Background: an optimization exercise with open tools, aiming at small area, a short achievable clock period and few clock cycles per item. Do not read the settings as production practice.
In this exercise RTL edits were held to simulation tests only and were not proved equivalent to the original.
Power is estimated from default activity; no workload was simulated.

[design/flow/constraint.sdc]
create_clock -name core_clock -period 10.0 [get_ports {clk}]
set_input_delay 2.0000 -clock core_clock [delete_from_list [all_inputs] [get_ports {clk}]]
set_output_delay 2.0000 -clock core_clock [all_outputs]
set_load 0.01 [all_outputs]
[design/flow/run.sh]
#!/bin/bash
# synth_recipe.tcl (not shown) runs the flow's synth.tcl, then flattens the netlist and writes it again
# the make line also repeats each setting of config.mk as NAME=value (left out here)
make -C /OpenROAD-flow-scripts/flow DESIGN_CONFIG=/design/flow/config.mk WORK_HOME=/design/flow/orfs CLKGATE_MAP_FILE= SYNTH_SCRIPT=/design/flow/synth_recipe.tcl finish
[design/flow/design.v]
`timescale 1ns / 1ps
module Adder #(parameter W = 32, parameter L = 5)    
(
	input  [W-1:0] a, b,
	input          cin,
	output [W-1:0] s,
	output         cout
);
wire [W-1:0] p0 = a ^ b;
wire [W-1:0] g  [0:L];
wire [W-1:0] p  [0:L];
assign g[0] = (a & b) | {{(W-1){1'b0}}, p0[0] & cin};
assign p[0] = p0;
genvar k, i;
generate
	for (k = 0; k < L; k = k + 1) begin : lvl
		for (i = 0; i < W; i = i + 1) begin : bit_
			if (i >= (1 << k)) begin : comb
				assign g[k+1][i] = g[k][i] | (p[k][i] & g[k][i - (1 << k)]);
				assign p[k+1][i] = p[k][i] & p[k][i - (1 << k)];
			end else begin : pass
				assign g[k+1][i] = g[k][i];
				assign p[k+1][i] = p[k][i];
			end
		end
	end
endgenerate
wire [W:0] c = {g[L], cin};
assign s    = p0 ^ c[W-1:0];
assign cout = c[W];
endmodule
`timescale 1ns / 1ps
module miniRISCVpipe(
	input 		 clk,reset,
	input [31:0] InstrF,
	input [31:0] ReadDataM,
	output[31:0] PCF,
	output		 MemWriteM,
	output[31:0] ALUResultM,WriteDataM
);
reg [31:0] pc;
reg [31:0] aE, bE, sE;         
reg        regwE, memwE, loadE, beqE;
reg        subE, sltE, logE, andE;
reg        fAlE, fAaE, fArE, fBlE, fBaE, fBrE, fSlE, fSaE, fSrE;
reg [4:0]  rdE;
reg [31:0] aluM, wdM;
reg        memwM, regwM, loadM;
reg [4:0]  rdM;
reg [31:0] rf [1:31];
assign PCF        = pc;
assign ALUResultM = aluM;
assign WriteDataM = wdM;
assign MemWriteM  = memwM;
wire [31:0] I  = InstrF;
wire [6:0]  op = I[6:0];
wire [2:0]  f3 = I[14:12];
wire [4:0]  rs1 = I[19:15];
wire [4:0]  rs2 = I[24:20];
wire [4:0]  rd  = I[11:7];
wire isR   = (op == 7'b0110011);
wire isI   = (op == 7'b0010011);
wire isLW  = (op == 7'b0000011);
wire isSW  = (op == 7'b0100011);
wire isBEQ = (op == 7'b1100011);
wire isJAL = (op == 7'b1101111);
wire isLUI = (op == 7'b0110111);
wire isOp  = isR | isI;
wire opLog = isOp & f3[2];                   
wire opSlt = isOp & ~f3[2] & f3[1];          
wire opSub = opSlt | (isR & ~f3[2] & ~f3[1] & I[30]);
wire useA  = isOp | isLW | isSW | isBEQ;
wire useS  = isR | isSW | isBEQ;
wire [31:0] immI = {{20{I[31]}}, I[31:20]};
wire [31:0] immS = {{20{I[31]}}, I[31:25], I[11:7]};
wire [31:0] immB = {{20{I[31]}}, I[7], I[30:25], I[11:8], 1'b0};
wire [31:0] immJ = {{12{I[31]}}, I[19:12], I[20], I[30:21], 1'b0};
wire [31:0] immU = {I[31:12], 12'd0};
wire [31:0] resM = loadM ? ReadDataM : aluM;
reg [31:0] rd1, rd2;
integer k;
always @(*) begin
	rd1 = 32'd0;
	rd2 = 32'd0;
	for (k = 1; k < 32; k = k + 1) begin
		rd1 = rd1 | ({32{rs1 == k}} & rf[k]);
		rd2 = rd2 | ({32{rs2 == k}} & rf[k]);
	end
end
wire [31:0] r1 = (regwM & (rdM == rs1)) ? resM : rd1;
wire [31:0] r2 = (regwM & (rdM == rs2)) ? resM : rd2;
wire [19:0] hi  = pc[31:12];
wire [19:0] hiP = hi + 20'd1;
wire [19:0] hiM = hi - 20'd1;
wire [12:0] lo4;
Adder #(12, 4) add_lo4(.a(pc[11:0]), .b(12'd4), .cin(1'b0), .s(lo4[11:0]), .cout(lo4[12]));
wire [31:0] pc4 = {lo4[12] ? hiP : hi, lo4[11:0]};
wire [12:0] loB;
Adder #(12, 4) add_loB(.a(pc[11:0]), .b(immB[11:0]), .cin(1'b0), .s(loB[11:0]), .cout(loB[12]));
wire [19:0] hiB = (I[31] == loB[12]) ? hi : (loB[12] ? hiP : hiM);
wire [31:0] tgtB = {hiB, loB[11:0]};
wire [12:0] loJ;
Adder #(12, 4) add_loJ(.a(pc[11:0]), .b(immJ[11:0]), .cin(1'b0), .s(loJ[11:0]), .cout(loJ[12]));
wire [8:0]  midJ0, midJ1;
Adder #(8, 3) add_mJ0(.a(hi[7:0]), .b(I[19:12]), .cin(1'b0), .s(midJ0[7:0]), .cout(midJ0[8]));
Adder #(8, 3) add_mJ1(.a(hi[7:0]), .b(I[19:12]), .cin(1'b1), .s(midJ1[7:0]), .cout(midJ1[8]));
wire [11:0] top   = hi[19:8];
wire [11:0] topP  = top + 12'd1;
wire [11:0] topM  = top - 12'd1;
wire [11:0] topJ0 = (I[31] == midJ0[8]) ? top : (midJ0[8] ? topP : topM);
wire [11:0] topJ1 = (I[31] == midJ1[8]) ? top : (midJ1[8] ? topP : topM);
wire [19:0] hiJ0  = {topJ0, midJ0[7:0]};    
wire [19:0] hiJ1  = {topJ1, midJ1[7:0]};
wire [31:0] tgtJ  = {loJ[12] ? hiJ1 : hiJ0, loJ[11:0]};
wire hitA  = regwE & (rdE == rs1) & useA;
wire hitS  = regwE & (rdE == rs2) & useS;
wire [31:0] A = ({32{fAlE}} & ReadDataM) | ({32{fAaE}} & aluM) | ({32{fArE}} & aE);
wire [31:0] B = ({32{fBlE}} & ReadDataM) | ({32{fBaE}} & aluM) | ({32{fBrE}} & bE);
wire [31:0] S = ({32{fSlE}} & ReadDataM) | ({32{fSaE}} & aluM) | ({32{fSrE}} & sE);
wire [31:0] sum;
Adder #(32, 5) alu_add(.a(A), .b(B ^ {32{subE}}), .cin(subE), .s(sum), .cout());
wire        slt  = (A[31] ^ B[31]) ? A[31] : sum[31];
wire [31:0] logv = andE ? (A & B) : (A | B);
wire [31:0] res  = logE ? logv : sltE ? {31'd0, slt} : sum;
wire taken = beqE & (A == S);      
wire kill = taken;                 
always @(posedge clk or posedge reset) begin
	if (reset) begin
		pc    <= 32'd0;
		regwE <= 1'b0;
		memwE <= 1'b0;
		loadE <= 1'b0;
		beqE  <= 1'b0;
		memwM <= 1'b0;
		regwM <= 1'b0;
	end else begin
		pc    <= taken ? bE : isJAL ? tgtJ : pc4;
		regwE <= ~kill & (isOp | isLW | isJAL | isLUI) & (rd != 5'd0);
		memwE <= ~kill & isSW;
		loadE <= ~kill & isLW;
		beqE  <= ~kill & isBEQ;
		memwM <= memwE;
		regwM <= regwE;
	end
end
always @(posedge clk) begin
	aE   <= isJAL ? pc4 : isLUI ? 32'd0 : r1;
	bE   <= isR ? r2 : isSW ? immS : isLUI ? immU : isJAL ? 32'd0 : isBEQ ? tgtB : immI;
	sE   <= r2;
	subE <= opSub;
	sltE <= opSlt;
	logE <= opLog;
	andE <= f3[0];
	fAlE <= hitA & loadE;
	fAaE <= hitA & ~loadE;
	fArE <= ~hitA;
	fBlE <= hitS & isR & loadE;
	fBaE <= hitS & isR & ~loadE;
	fBrE <= ~(hitS & isR);
	fSlE <= hitS & loadE;
	fSaE <= hitS & ~loadE;
	fSrE <= ~hitS;
	rdE  <= rd;
	aluM  <= res;
	wdM   <= S;
	rdM   <= rdE;
	loadM <= loadE;
end
genvar g;
generate
	for (g = 1; g < 32; g = g + 1) begin : regs
		always @(posedge clk) begin
			if (reset | (regwM && rdM == g))
				rf[g] <= reset ? 32'd0 : resM;
		end
	end
endgenerate
endmodule
[design/flow/config.mk]
export PLATFORM = sky130hd
export DESIGN_NAME = miniRISCVpipe
export DESIGN_NICKNAME = miniRISCVpipe
export VERILOG_FILES = /design/flow/design.v
export SDC_FILE = /design/flow/constraint.sdc
export NUM_CORES = 4
export LEC_CHECK = 0
export CAP_MARGIN = 20
export CORE_MARGIN = 2
export CORE_UTILIZATION = 35
export CTS_BUF_LIST = sky130_fd_sc_hd__clkbuf_8
export SETUP_SLACK_MARGIN = 5
export SLEW_MARGIN = 20
==> impl_metrics.toml, run 1 <==
[sta]
setup-tns-final_ns = 0
worstMarginPinSlew_ns = 1.24
hold_violations = 0
period_share_pct = 52.6
rsz0062_at_grt = "true"
setup_viol = 0
max_freq_ghz = 0.190
slew_headroom_pct = 17.2
drv_slew = 0
finClkSkew_ns = 0.0742
fin_crit_ns = 5.26

[place]
dp.cells = 6579
io_buffer_count = 162
gp_congestion = 0.993
dpl.hpwl_um = 166000

[global_routing]
overflow = 0
grt_usage_pct = 34.8
grt_max_degree = 62
antenna_found_initial = 19
grt_pass1_vias = 47500
grt_pass1_wl_um = 392000

[layout]
area_delta_synth_final_pct = 17.5
fin_nets = 4921
drive_gt1_share_pct = 14.4
stdcell_count = 7041

[setup_path]
reg2regPathDepth = 9
cp_data_required_time_ns = 10.87
path_class = "in2reg"
reg2reg_slack_ns = 5.79
regToRegEndpoint = "bE[23]"
r2r_start = "pc[2]"
worst_setup_path_start_kind = "input port"
cp.arrival_ns = 6.13
endpoint_kind = "flip-flop"
crit_fanout = 16

[floorplanning]
dieArea_mm2 = 0.163
die_h_um = 404
core-area_mm2 = 0.159
start_util_pct = 35.3
ios = 163
placementRows = 146
die_w_um = 404

[synthesis]
synth_most_common_cell = "edfxtp_1"
yosysSeqAreaShare_pct = 61.6
async_flop_share_pct = 3.13
avgSynthCellArea_um2 = 12.4
synth_ff_type = "edfxtp_1"
synthAdderAreaFrac_pct = 2.01
yosys.area.top_type = "edfxtp_1"
synth_nets = 4636
synth-seq-cells = 1214
ys_warn_count = 5
synth_compound_area_share_pct = 20.9
synth-xor-area-share_pct = 2.96
synth_cells = 4505
synth_top_cell_area_share_pct = 53.3
yosys-top-cells-area = "edfxtp_1 53%, a22oi_1 8.1%, dfxtp_1 6.6%"
synth_top_family_by_area = "compound AO/OA/AOI/OAI gates"
synthTopCellsByCount = "992 x edfxtp_1, 603 x a22oi_1, 279 x nor2_1, 267 x clkbuf_1, 266 x nand2_1"
syn_area_mm2 = 0.0559
ys_types = 81
synthMuxAreaShare_pct = 0.947
synth-simple-area-share_pct = 8.54
synth_edf_count = 992

[clocking]
tritoncts = "built"
cts_root_buf = "clkbuf_8"
cts.sinks = 1214
numCtsBuffers = 194
hold_buffers = 0
clk_latency_ns = 0.99
cts_max_level = 4
clkTransAtPathRegs_ns = 0.07
ctsLongestPathBuffers = 3

[detailed_routing]
ant_nets = 0
first_pass_iters = 15
routed-via-count = 51700
drt_iter0_markers = 13400
routed_wl_um = 295000
drt-vias-per-instance = 7.34
drc = 0
wl_per_cell_um = 41.9

[outcome]
status = "no timing/DRC/antenna violations"

[min_path]
min_to = "memwM"
hold_class = "reg2reg"
hold_depth = 0
min_from = "memwE"

[pwr]
p_per_area_mw_per_mm2 = 233
ir_worst_vdd_mv = 0.119
leakagePower_uw = 0.0237

[job]
max_cap_violations = 0
## worst max path at each step
stage               end  depth (start not counted)          start
3_3_place_gp     aE[23]                         11     InstrF[15]
6_report         bE[12]                         11     InstrF[24]
5_1_grt          bE[12]                         11     InstrF[22]
4_1_cts          pc[30]                          8  ReadDataM[25]
2_1_floorplan  aluM[28]                         12   ReadDataM[0]
3_5_place_dp     aE[23]                         11     InstrF[15]
## report_power, final
part	switching, uW	internal [uW]
combinational	2270	1130
clock	2160	2120
sequential	858	6780
## per-layer routing
| metal | vias up | global-route usage [%] | wire length (um) |
|---|---|---|---|
| li1 | 18900 | - | - |
| met1 | 24500 | 40.6 | 93800 |
| met2 | 6180 | 47.4 | 114000 |
| met3 | 1991 | 19.5 | 56700 |
| met4 | 26 | 26.0 | 30400 |
| met5 | - | 0.684 | 275 |
## logic make-up (layout without fill, tap and decap cells)
group                    after synthesis  count (layout)
flip-flops                          1214            1214
buffers and inverters                436             889
other                                  0              11
adder cells (fa/ha/maj)               94              94
XOR/XNOR                             189             189
AND/OR/NAND/NOR                     1005            1005
AO/OA/AOI/OAI                       1518            1518
multiplexers                          49              49
## worst max-delay path, stage by stage
cell and delay (ns):
clkdlybuf4s50_1 0.88, nand2_2 0.43, nor2_4 0.65, buf_4 0.57, a22oi_1 0.17, nand2_1 0.11, nor4_1 0.05, and3_1 0.18
a32oi_1 0.66, nor2_1 0.19, a31oi_1 0.18
## flip-flops by register name (all words and copies together), names as in the netlist, 5 cells and up
signal  flops
aE         32
aluM       32
bE         32
pc         32
rdE         5
rdM         5
rf        992
sE         32
wdM        32
## layout make-up
type | instances | area, um^2
sequential | 1214 | 34400
antenna | 11 | 27.5
tap | 2072 | 2590
fill | 14700 | 92900
multi-input combinational | 2855 | 20600
timing repair buffer | 431 | 3810
clock buffer | 210 | 2890
clock inverter | 154 | 915
inverter | 94 | 355
## cell usage in the layout, fill, tap and decap left out, types with 66 or more instances in the layout
cell,count
nand2_1,255
dfxtp_1,182
a22o_1,150
clkdlybuf4s50_1,158
nand3_1,141
xor2_1,87
a221oi_1,170
clkbuf_8,210
nor2_1,217
nand4_1,73
o21ai_0,66
a21oi_1,136
edfxtp_1,992
xnor2_1,100
inv_1,143
buf_4,248
a222oi_1,157
a22oi_1,603
## per-stage QoR
stage / total power (uW) / instance area [um^2] / hold WS, ns / worst slack, ns / util, %
2_1_floorplan: 8990 / 55900 / 0.331 / 5.01 / -
3_3_place_gp: 10800 / 60900 / 0.339 / 3.77 / 38.4
3_5_place_dp: 10800 / 60900 / 0.340 / 3.75 / 38.4
4_1_cts: 15000 / 65200 / 0.351 / 4.77 / 41.1
5_1_grt: 15600 / 65600 / 0.380 / 4.90 / 41.4
6_report: 15300 / 65700 / 0.347 / 4.74 / 41.4
## what timing repair did
item                                    4_1_cts  5_1_grt
gates cloned                                  0        0
buffers inserted                             57       29
endpoints found under the setup margin       89       63
resized for setup                            11       28
pin swaps                                    35       18
Testbench counts, summed over its fixed seeds: cycles 25,821, instret 23,956.
==> run 2: changes to the inputs <==
==> design/flow/flow/run.sh (new file) <==
#!/bin/bash
# The standard layout (standard.sh: the ORFS flow with its standard synthesis), with
# two changes to how it is made:
#  - timing repair aims for 6 ns of setup slack (a 4 ns target) instead of 0, so the
#    resizer sizes and buffers the critical paths; the clock and constraints are the standard flow's;
#  - the ports are buffered with buf_4 cells.
# make's full output goes to flow_make.log here; ORFS keeps each step's log under orfs/logs.
set -euo pipefail
bash standard.sh SETUP_SLACK_MARGIN=6 "BUFFER_PORTS_ARGS=-buffer_cell sky130_fd_sc_hd__buf_4" finish > flow_make.log 2>&1
==> design/flow/standard.sh (new file) <==
#!/bin/bash
# synth_recipe.tcl (not shown) runs the flow's synth.tcl, then flattens the netlist and writes it again
# the make line also repeats each setting of config.mk as NAME=value (left out here)
make -C /OpenROAD-flow-scripts/flow DESIGN_CONFIG=/design/flow/config.mk WORK_HOME=/design/flow/orfs CLKGATE_MAP_FILE= SYNTH_SCRIPT=/design/flow/synth_recipe.tcl "${@:-finish}"
--- a/design/flow/config.mk
+++ b/design/flow/config.mk
@@ -10,4 +10,3 @@
 export CORE_UTILIZATION = 35
 export CTS_BUF_LIST = sky130_fd_sc_hd__clkbuf_8
-export SETUP_SLACK_MARGIN = 5
 export SLEW_MARGIN = 20
removed: design/flow/run.sh
==> impl_metrics.toml, run 2 <==
[outcome]
status = "no timing/DRC/antenna violations"

[layout]
stdcell_count = 7076
largest_reg_flops = 992
area_delta_synth_final_pct = 19.3
regMostFlops = "rf"
drive_gt1_share_pct = 20.2
fin_nets = 4956
final_common_cell = "edfxtp_1"
design_area_mm2 = 0.0667
mostFrequentLayoutCells = "992 x edfxtp_1, 603 x a22oi_1, 407 x buf_4"

[pwr]
leakagePower_uw = 0.0243
ir_worst_vdd_mv = 0.125
p_per_area_mw_per_mm2 = 238
power_uw = 15900

[clocking]
numCtsBuffers = 197
clk_latency_ns = 1.03
tritoncts = "built"
hold_buffers = 0
cts_root_buf = "clkbuf_8"
clkTransAtPathRegs_ns = 0.06
cts_max_level = 4
cts.sinks = 1214
ctsLongestPathBuffers = 3

[place]
pre_cts_slack_ns = 4.34
gp_congestion = 0.974
dp.cells = 6555
io_buffer_count = 162
dpl.hpwl_um = 158000
placed_area_mm2 = 0.0606

[floorplanning]
die_w_um = 404
placementRows = 146
ios = 163
die_h_um = 404
start_util_pct = 35.3
dieArea_mm2 = 0.163
core-area_mm2 = 0.159

[synthesis]
synth_top_cell_area_share_pct = 53.3
synth_nets = 4636
synth_ff_type = "edfxtp_1"
yosys-top-cells-area = "edfxtp_1 53%, a22oi_1 8.1%, dfxtp_1 6.6%"
yosys.area.top_type = "edfxtp_1"
avgSynthCellArea_um2 = 12.4
synth-seq-cells = 1214
synth_cells = 4505
synth_edf_count = 992
yosysSeqAreaShare_pct = 61.6
async_flop_share_pct = 3.13
ys_warn_count = 5
ys_types = 81
syn_area_mm2 = 0.0559
synth_most_common_cell = "edfxtp_1"
synthTopCellsByCount = "992 x edfxtp_1, 603 x a22oi_1, 279 x nor2_1, 267 x clkbuf_1, 266 x nand2_1"

[detailed_routing]
drt_iter0_markers = 13500
drc = 0
ant_nets = 0
wl_per_cell_um = 41.4
drt-vias-per-instance = 7.30
routed-via-count = 51700
routed_wl_um = 293000
first_pass_iters = 15

[setup_path]
path_class = "in2reg"
slowest_stage = "or3b_2"
worst_setup_path_start_kind = "input port"
crit_fanout = 32
endpoint_kind = "flip-flop"
crit_end = "bE[12]"
cp_data_required_time_ns = 10.91
reg2reg_slack_ns = 6.26
cp_slowest_stage_delay_ns = 0.61
r2r_start = "fBlE"
crit_path_cell_trace = "buf_4, or3b_2, nor2_4, buf_6, a22oi_1, nand2_1, nor4_1, and3_1, a32oi_1, nor2_1, a31oi_1"
crit_start = "InstrF[20]"
cp.arrival_ns = 5.12
regToRegEndpoint = "aluM[28]"
reg2regPathDepth = 14

[sta]
rsz0062_at_grt = "true"
setup-tns-final_ns = 0
max_freq_ghz = 0.237
fin_crit_ns = 4.21
setup_viol = 0
period_share_pct = 42.1
fin_ws_ns = 5.79
slew_headroom_pct = 12.0
hold_violations = 0
worstMarginPinSlew_ns = 1.32
drv_slew = 0
finClkSkew_ns = 0.0648

[global_routing]
grt_pass1_vias = 47300
grt_max_degree = 67
antenna_found_initial = 18
grt_usage_pct = 34.5
overflow = 0
grt_pass1_wl_um = 389000

[min_path]
hold_class = "reg2reg"
hold_depth = 0

[job]
max_cap_violations = 0
==> run 2: cell counts after synthesis <==
Identical to the previous run, type by type.
==> run 2: critical path: cells and delay by family <==
kind	cells	cell delay, ns
AND/OR/NAND/NOR	6	1.36
AO/OA/AOI/OAI	3	0.88
buffers and inverters	2	0.78
==> run 2: worst min-delay path by stage <==
stage,startpoint,to
finish,memwE,memwM
global route,memwE,memwM
CTS,memwE,memwM
detailed placement,memwE,memwM
global placement,memwE,memwM
floorplan,memwE,memwM
==> run 2: stage by stage <==
stage                     hold slack [ns]  util (%)
after floorplan                     0.331         -
after global placement              0.335      38.2
after detailed placement            0.338      38.2
after CTS                           0.352      41.6
after global routing                0.356      42.0
final                               0.351      42.1
==> run 2: timing repair <==
item,CTS,global route
setup endpoints to repair,334,81
resized for setup,74,72
setup buffers,91,49
pin swaps,64,55
cloned,0,1
==> run 2: cells by family after synthesis <==
group | after synthesis | synth area share (%)
compound gates | 1518 | 20.9
xor+xnor | 189 | 2.96
fa+ha+maj | 94 | 2.01
buf+inv | 436 | 3.06
flops | 1214 | 61.6
mux | 49 | 0.947
simple gates | 1005 | 8.54
==> run 2: metal layers <==
| metal | track usage (%) | part of all wire (%) | vias to the layer above |
|---|---|---|---|
| li1 | - | - | 19000 |
| met1 | 40.0 | 32 | 24600 |
| met2 | 47.6 | 39 | 6073 |
| met3 | 19.2 | 19 | 1967 |
| met4 | 24.7 | 10 | 58 |
| met5 | 2.32 | 0.41 | - |
==> run 2: power by group <==
part / leakage (uW) / internal, uW / switching, uW / total (uW)
combinational: 0.00987 / 1210 / 2370 / 3580
clock: 0.00235 / 2490 / 2200 / 4690
sequential: 0.0121 / 6780 / 848 / 7620
total: 0.0243 / 10500 / 5420 / 15900
==> run 2: cell type report <==
| cell class | count | area (um^2) |
|---|---|---|
| inverter | 94 | 355 |
| tap | 2072 | 2590 |
| clock buffer | 222 | 3060 |
| multi-input combinational | 2856 | 21300 |
| sequential | 1214 | 34400 |
| fill | 14600 | 91900 |
| timing repair buffer | 462 | 3760 |
| antenna | 11 | 27.5 |
| clock inverter | 145 | 1170 |
==> run 3: changes to the inputs <==
--- a/design/flow/design.v
+++ b/design/flow/design.v
@@ -115,14 +115,15 @@
 wire hitA  = regwE & (rdE == rs1) & useA;
 wire hitS  = regwE & (rdE == rs2) & useS;
+wire stall = loadE & hitS & isR & opSub;
 wire [31:0] A = ({32{fAlE}} & ReadDataM) | ({32{fAaE}} & aluM) | ({32{fArE}} & aE);
-wire [31:0] B = ({32{fBlE}} & ReadDataM) | ({32{fBaE}} & aluM) | ({32{fBrE}} & bE);
+wire [31:0] B = ({32{fBlE}} & ReadDataM) | ({32{fBaE}} & (aluM ^ {32{subE}})) | ({32{fBrE}} & bE);
 wire [31:0] S = ({32{fSlE}} & ReadDataM) | ({32{fSaE}} & aluM) | ({32{fSrE}} & sE);
 wire [31:0] sum;
-Adder #(32, 5) alu_add(.a(A), .b(B ^ {32{subE}}), .cin(subE), .s(sum), .cout());
-wire        slt  = (A[31] ^ B[31]) ? A[31] : sum[31];
+Adder #(32, 5) alu_add(.a(A), .b(B), .cin(subE), .s(sum), .cout());
+wire        slt  = (A[31] ^ B[31] ^ subE) ? A[31] : sum[31];
 wire [31:0] logv = andE ? (A & B) : (A | B);
 wire [31:0] res  = logE ? logv : sltE ? {31'd0, slt} : sum;
 wire taken = beqE & (A == S);      
-wire kill = taken;                 
+wire kill = taken | stall;         
 always @(posedge clk or posedge reset) begin
 	if (reset) begin
@@ -135,5 +136,5 @@
 		regwM <= 1'b0;
 	end else begin
-		pc    <= taken ? bE : isJAL ? tgtJ : pc4;
+		pc    <= taken ? bE : stall ? pc : isJAL ? tgtJ : pc4;
 		regwE <= ~kill & (isOp | isLW | isJAL | isLUI) & (rd != 5'd0);
 		memwE <= ~kill & isSW;
@@ -146,5 +147,5 @@
 always @(posedge clk) begin
 	aE   <= isJAL ? pc4 : isLUI ? 32'd0 : r1;
-	bE   <= isR ? r2 : isSW ? immS : isLUI ? immU : isJAL ? 32'd0 : isBEQ ? tgtB : immI;
+	bE   <= (isR ? r2 : isSW ? immS : isLUI ? immU : isJAL ? 32'd0 : isBEQ ? tgtB : immI) ^ {32{opSub}};
 	sE   <= r2;
 	subE <= opSub;
==> impl_metrics.toml, run 3 <==
[layout]
largest_reg_flops = 992
regMostFlops = "rf"
final_common_cell = "edfxtp_1"
drive_gt1_share_pct = 20.5
area_delta_synth_final_pct = 20.4
fillCellCount = 15100
mostFrequentLayoutCells = "992 x edfxtp_1, 592 x a22oi_1, 437 x buf_4"
fin_nets = 5199

[global_routing]
grt_pass1_wl_um = 402000
grt_max_degree = 65
grt_pass1_vias = 49100
overflow = 0
grt_usage_pct = 34.6
antenna_found_initial = 19

[sta]
worstMarginPinSlew_ns = 1.33
period_share_pct = 42.1
drv_slew = 0
setup_viol = 0
finClkSkew_ns = 0.0822
slew_headroom_pct = 9.02
max_freq_ghz = 0.237
fin_crit_ns = 4.21
setup-tns-final_ns = 0
timing.hold.ws_ns = 0.350
rsz0062_at_grt = "true"
hold_violations = 0

[place]
gp_congestion = 0.980
dpl.hpwl_um = 167000
io_buffer_count = 162

[detailed_routing]
drt-vias-per-instance = 7.20
first_pass_iters = 12
drc = 0
drt_iter0_markers = 12900
routed_wl_um = 301000
ant_nets = 0
routed-via-count = 53300
wl_per_cell_um = 40.6

[synthesis]
synth_edf_count = 992
synthTopCellsByCount = "992 x edfxtp_1, 592 x a22oi_1, 318 x nand2_1, 300 x clkbuf_1, 248 x nor2_1"
yosysSeqAreaShare_pct = 60.4
avgSynthCellArea_um2 = 12.2
synth_ff_type = "edfxtp_1"
ys_warn_count = 5
synth_most_common_cell = "edfxtp_1"
ys_types = 85
synth_top_cell_area_share_pct = 52.3
yosys-top-cells-area = "edfxtp_1 52%, a22oi_1 7.8%, dfxtp_1 6.5%"
yosys.area.top_type = "edfxtp_1"
syn_area_mm2 = 0.0570
synth_cells = 4680
synth_nets = 4844
async_flop_share_pct = 3.13
synth-seq-cells = 1214

[floorplanning]
start_util_pct = 35.1
ios = 163
dieArea_mm2 = 0.166
die_h_um = 408
die_w_um = 408
core-area_mm2 = 0.162
placementRows = 148

[setup_path]
crit_buf_inv = 3
cp_slowest_stage_delay_ns = 0.43
critical-path-top-delay-family = "compound AO/OA/AOI/OAI gates"
crit_start = "ReadDataM[0]"
worst_setup_path_start_kind = "input port"
crit_fanout = 3
cp.arrival_ns = 5.04
crit_path_cell_trace = "buf_8, a222oi_1, buf_4, fa_2, fa_2, nor2b_2, o21a_1, o21ai_2, buf_4, a211oi_1, o21ai_1, a21oi_2, or4_1, a31oi_1, xor2_1, o21ai_1"
path_class = "in2reg"
cp_data_required_time_ns = 10.83
slowest_stage = "a222oi_1"
endpoint_kind = "flip-flop"
r2r_start = "subE"

[clocking]
tritoncts = "built"
cts_max_level = 4
cts_root_buf = "clkbuf_8"
clk_latency_ns = 0.99
ctsLongestPathBuffers = 3
clkTransAtPathRegs_ns = 0.06
numCtsBuffers = 193
cts.sinks = 1214

[min_path]
min_from = "memwE"
hold_class = "reg2reg"

[outcome]
status = "no timing/DRC/antenna violations"

[pwr]
ir_worst_vdd_mv = 0.102
leakagePower_uw = 0.0249
p_per_area_mw_per_mm2 = 232

[job]
max_cap_violations = 0
==> run 3: area by class of cell <==
| type | instances | area [um^2] | share of cell area, % |
|---|---|---|---|
| flip-flops and latches | 1214 | 34400 | 50.2 |
| multi-input cells | 2985 | 22700 | 33.1 |
| repair buffers | 512 | 4340 | 6.33 |
| clock buffers | 200 | 2750 | 4.01 |
| well taps | 2175 | 2720 | 3.97 |
| clock inverters | 160 | 1100 | 1.61 |
| inverters | 129 | 490 | 0.715 |
| diodes | 20 | 50.0 | 0.0729 |
==> run 3: logic make-up (layout without fill, tap and decap cells) <==
kind of cell / count (synthesis) / count (layout) / synth area share (%)
adder cells (fa/ha/maj): 98 / 98 / 2.20
AO/OA/AOI/OAI: 1560 / 1561 / 21.0
other: 0 / 20 / 0
XOR/XNOR: 211 / 211 / 3.24
buffers and inverters: 484 / 1001 / 3.30
multiplexers: 64 / 64 / 1.13
AND/OR/NAND/NOR: 1049 / 1051 / 8.72
flip-flops: 1214 / 1214 / 60.4
==> run 3: path summary, 6_finish.rpt <==
check	to	slack [ns]	cells past startpoint
max	aluM[16]	5.79	16
min reg2reg	memwM	0.35	0
min in group asynchronous	pc[12]	2.28	3
min	memwM	0.35	0
max in group asynchronous	pc[2]	7.21	3
max reg2reg	aluM[26]	5.92	16
==> run 3: through the flow <==
| stage | worst slack (ns) | instance area [um^2] | utilization [%] | std cells | total power, uW |
|---|---|---|---|---|---|
| after global routing | 5.69 | 68600 | 42.3 | 7379 | 16300 |
| after floorplan | 5.15 | 57800 | - | 4680 | 9270 |
| final | 5.79 | 68600 | 42.3 | 7395 | 15900 |
| after CTS | 5.93 | 67600 | 41.7 | 7326 | 15500 |
| after detailed placement | 4.23 | 62200 | 38.3 | 6844 | 11000 |
| after global placement | 4.20 | 62200 | 38.3 | 6842 | 11000 |
==> run 3: metal layers <==
metal	track usage (%)	part of all wire (%)	up-vias
li1	-	-	19600
met1	40.1	32	25400
met2	48.6	40	6260
met3	18.2	18	1937
met4	24.8	9.6	28
met5	0.661	0.18	-
==> run 3: power breakdown <==
part	switching, uW	total (uW)	internal (uW)
Clock	2190	4350	2160
Sequential	918	7690	6780
Combinational	2510	3880	1370
Total	5620	15900	10300
==> run 3: timing repair <==
| action | in CTS | in global routing |
|---|---|---|
| pin swaps | 85 | 50 |
| hold endpoints to repair | 0 | 0 |
| gates resized for setup | 125 | 113 |
| setup buffers | 119 | 47 |
| endpoints found under the setup margin | 134 | 84 |
| gates cloned | 3 | 2 |
| hold buffers | 0 | 0 |
Testbench counts of run 3, summed over its fixed seeds: cycles 25,821, instret 23,956.

[afterwards: timing with drivers on the ports]
The flow's constraints put no driver on any port. The routed layouts listed below were extracted and timed again, unchanged, in two steps. Step 1 (the two cells are an assumption about what drives the block):
set clk [get_ports {clk}]
set_driving_cell -lib_cell sky130_fd_sc_hd__clkbuf_16 $clk
set_driving_cell -lib_cell sky130_fd_sc_hd__buf_2 [delete_from_list [all_inputs] $clk]
Step 2 times the ports against the registers' clock, not the clock port: input delays grow and output delays shrink by t, the midpoint of the rising clock arrivals with the driver on. Slacks: ideal / step 1 / step 2; pairs: ideal / step 1.
run	t (ns)	setup slack, ns	slew at the worst register clock pin (ns)
run 1	1.010	4.744 / 4.785 / 3.775	0.07 / 0.07
run 2	1.075	5.789 / 5.815 / 4.740	0.07 / 0.07
run 3	1.029	5.785 / 5.800 / 4.771	0.07 / 0.07
After both steps every run listed still meets setup and hold. For run 2, which loses most, drivers alone change the setup slack by +0.026 ns; drivers and shift together by -1.049 ns.
